From an optimization exercise on the open Yosys and OpenROAD flow, aimed at small area; shortcuts taken in it are not production practice.
The RTL was checked by simulation tests, not by an equivalence proof against the original design.
No activity file was given, so power comes from the tool's default toggle rates.

== the baseline ==
## conv
module conv(clk_i, rst, Rm, Rn, max_index, done);
    input  clk_i, rst;
    input  [15:0] Rm, Rn;
    output reg [3:0] max_index;
    output reg done;
    wire       IN  = Rn[0];
    wire [6:0] Wen = Rn[7:1];
    wire       wr  = ~IN & (|Wen);
    reg [6:0] c80;               
    reg [3:0] c9;                
    always @(posedge clk_i) begin
        if (rst) begin
            c80 <= 7'd0;
            c9  <= 4'd0;
        end else begin
            c80 <= (c80 == 7'd79) ? 7'd0 : c80 + 7'd1;
            c9  <= (c9 == 4'd8) ? 4'd0 : c9 + 4'd1;
        end
    end
    wire pol = c80[0];
    wire [7:0] rlo = Rm[7:0] ^ {8{pol}};
    wire [7:0] rhi = Rm[15:8] ^ {8{pol}};
    reg [215:0] w1;              
    integer i;
    always @(posedge clk_i) begin
        for (i = 1; i <= 14; i = i + 1)
            if (wr && Wen == i) begin
                w1[16*i-16 +: 8] <= Rm[7:0];
                if (i < 14) w1[16*i-8 +: 8] <= Rm[15:8];
            end
    end
    reg  [1:0] bl, bh, ol, oh;
    reg  [3:0] nl, nh;
    reg        okl, okh;
    reg  [6:0] xl, xh;
    always @* begin
        xl = {Wen, 1'b0} - 7'd29;            
        xh = {Wen, 1'b0} - 7'd28;            
        okl = wr && Wen >= 7'd15 && Wen <= 7'd41;
        okh = wr && Wen >= 7'd14 && Wen <= 7'd40;
        ol = (xl >= 7'd27) ? 2'd1 : 2'd0;
        oh = (xh >= 7'd27) ? 2'd1 : 2'd0;
        if (xl >= 7'd27) xl = xl - 7'd27;
        if (xh >= 7'd27) xh = xh - 7'd27;
        nl = 4'd0; bl = 2'd0; nh = 4'd0; bh = 2'd0;
        case (xl[4:0])
            5'd0:  begin nl = 4'd0; bl = 2'd0; end   5'd1:  begin nl = 4'd1; bl = 2'd0; end
            5'd2:  begin nl = 4'd2; bl = 2'd0; end   5'd3:  begin nl = 4'd0; bl = 2'd1; end
            5'd4:  begin nl = 4'd1; bl = 2'd1; end   5'd5:  begin nl = 4'd2; bl = 2'd1; end
  ...
clock: 12.0 ns
lec_check: 0
cap_margin: 30
core_margin: 2
core_utilization: 65
cts_cluster_diameter: 100
cts_cluster_size: 26
slew_margin: 20
run.sh (not shown) runs the stock make flow with config.mk's settings and CLKGATE_MAP_FILE= SYNTH_SCRIPT=/design/flow/synth_recipe.tcl, a recipe that flattens the netlist after the stock synthesis.
Input changes introduced in the candidate (baseline for comparison: the baseline):
diff --git a/flow/design.v b/flow/design.v
--- a/flow/design.v
+++ b/flow/design.v
@@ -113,12 +113,13 @@
             wire hd = ~we;
             always @(posedge clk_i)
                 r3[8*gq +: 8] <= ~((((gq % 2) == 0 ? d3e : d3o) & {8{we}}) |
                                    (r3[(8*gq + 8) % 640 +: 8] & {8{hd}}));
         end
     endgenerate
+    wire signed [7:0] w3 = r3[7:0] ^ {8{pol}};
     reg       fin;               
     reg [3:0] kcnt;              
     wire      grp = IN && kcnt == 4'd8 && !fin;
     always @(posedge clk_i) begin
         if (rst)
             kcnt <= 4'd0;
@@ -149,13 +150,18 @@
             par <= 1'b0; first <= 1'b1;
         end else if (grp) begin
             par <= ~par; first <= 1'b0;
         end
     end
     wire [17:0] mxv1;            
-    wire       ph1 = pol;
+    reg  [1:0] wph;              
+    always @(posedge clk_i) begin
+        if (rst || IN) wph <= 2'd0;
+        else if (wph != 2'd2) wph <= wph + 2'd1;
+    end
+    wire       ph1 = wph == 2'd1;
     wire [71:0] wta = ph1 ? w1[143:72] : w1[71:0];
     wire [23:0] s1;              
     wire t0_1, t0_2; assign {t0_2, t0_1} = (wta[0] & win[0]) + (wta[8] & win[1]) + (wta[16] & win[2]);
     wire t0_3, t0_4; assign {t0_4, t0_3} = (wta[24] & win[3]) + (wta[32] & win[4]) + (wta[40] & win[5]);
     wire t0_5, t0_6; assign {t0_6, t0_5} = (wta[48] & win[6]) + (wta[56] & win[7]) + (wta[64] & win[8]);
     wire t0_7, t0_8; assign {t0_8, t0_7} = (wta[1] & win[0]) + (wta[9] & win[1]) + (wta[17] & win[2]);
@@ -298,13 +304,13 @@
     wire signed [5:0] mn2 = (kcnt == 4'd0 || vb > mx2) ? vb : mx2;
     always @(posedge clk_i) begin
         if (!ph1) mx0 <= mn0;
         if (ph1)  mx1 <= mn1;
         mx2 <= mn2;
         if (trig) begin
-            mxc0 <= ph1 ? mx0 : mn0;
+            mxc0 <= mx0;
             mxc1 <= ph1 ? mn1 : mx1;
             mxc2 <= mn2;
         end
     end
     assign mxv1 = {mxc2, mxc1, mxc0};
     reg [4:0] c2;
@@ -368,13 +374,13 @@
     always @(posedge clk_i) begin
         if (trig || c2 == 5'd9) zf <= 1'b1;
         else if ((lapa || lapb) && a == 2'd0) zf <= 1'b0;
     end
     wire signed [5:0] pin = (ch == 2'd0) ? mxv1[5:0] : (ch == 2'd1) ? mxv1[11:6] : mxv1[17:12];
     wire [15:0] whr = (b == 2'd0) ? h2[0] : (b == 2'd1) ? h2[1] : h2[2];
-    wire [7:0]  w2r = lapb ? whr[15:8] : whr[7:0];
+    wire [7:0]  w2 = (lapb ? whr[15:8] : whr[7:0]) ^ {8{pol}};
     reg signed [16:0] ps0a, ps0b, ps1a, ps1b, ps2a, ps2b;
     wire [1:0] slm = (rm3 >= a) ? rm3 - a : rm3 + 2'd3 - a;       
     wire [1:0] slr = (rm3 == 2'd2) ? 2'd0 : rm3 + 2'd1;           
     wire [1:0] sla = lapa ? slm : slr;
     wire [1:0] slb = lapb ? slm : rm3;    
     wire signed [16:0] psa = (sla == 2'd0) ? ps0a : (sla == 2'd1) ? ps1a : ps2a;
@@ -428,13 +434,13 @@
     reg [1:0] st3;               
     reg signed [23:0] acc3;
     reg signed [16:0] mxv;
     wire signed [16:0] sc3 = acc3[23:7];
     wire [23:0] acc3g = acc3 & {24{qe != 3'd0}};
     wire [13:0] mA = fin ? q0 : {{8{pin[5]}}, pin};
-    wire [7:0]  mB = (fin ? r3[7:0] : w2r) ^ {8{pol}};
+    wire [7:0]  mB = fin ? w3 : w2;
     wire [23:0] mC = fin ? acc3g : {{7{psg[16]}}, psg};
     wire [23:0] acc3n;           
     wire m3_1, m3_2; assign {m3_2, m3_1} = (mA[0] & mB[1]) + (mA[1] & mB[0]) + mC[1];
     wire m3_3, m3_4; assign {m3_4, m3_3} = (mA[0] & mB[2]) + (mA[1] & mB[1]) + (mA[2] & mB[0]);
     wire m3_5, m3_6; assign {m3_6, m3_5} = (mA[0] & mB[3]) + (mA[1] & mB[2]) + (mA[2] & mB[1]);
     wire m3_7, m3_8; assign {m3_8, m3_7} = (mA[0] & mB[4]) + (mA[1] & mB[3]) + (mA[2] & mB[2]);
[summary]
- The baseline has lower internal power component than the candidate.
- The candidate went all the way through synthesis, placement and routing and the layout is clean on timing, DRC and antenna.
- The candidate against the baseline: adder-cell share of the synthesized area has remained practically unchanged; synthesized area has increased; portion of total power attributed to the clock network has decreased; horizontal die dimension has increased.
- ~same global router's overall resource usage in the candidate and the baseline
- The candidate: number of nets in the layout 156 above the baseline
- Between the baseline and the candidate, the count of clock tree sinks figures differ only marginally.
- Of the candidate and the baseline, the baseline shows the higher share of synthesized area spent on multiplexers, with the candidate below it.
- Between the candidate and the baseline, the HPWL reported at the end of detailed placement is higher for the candidate.
- In the tables for the candidate and the baseline, setup slack reads higher with the candidate.

==> separate check: timing with driven ports <==
No port has a modelled driver above. Below, the same layouts with a new extraction and two added sets of constraints.
Step 1, drivers: a clkbuf_16 drives clk_i and a buf_2 each remaining input, both assumed.
Step 2 also shifts input and output timing later by t, the mid clock arrival at the registers, as if the neighbouring blocks saw the same clock.
a / b / c = ideal / step 1 / step 2; a / b = the first two.
run | shift t [ns] | slack for setup (ns) | hold WS [ns] | slew at the worst register clock pin (ns) | worst data-port slew with drivers (ns)
the baseline | 0.761 | 1.598 / 1.507 / 0.746 | 0.324 / 0.324 / 0.324 | 0.11 / 0.11 | 0.16
the candidate | 0.776 | 1.921 / 1.941 / 1.165 | 0.327 / 0.327 / 0.327 | 0.11 / 0.11 | 0.12
After both steps every run listed still meets setup and hold. The setup slack of the baseline, which loses most, moves by -0.091 ns with the drivers and by -0.852 ns with both steps.
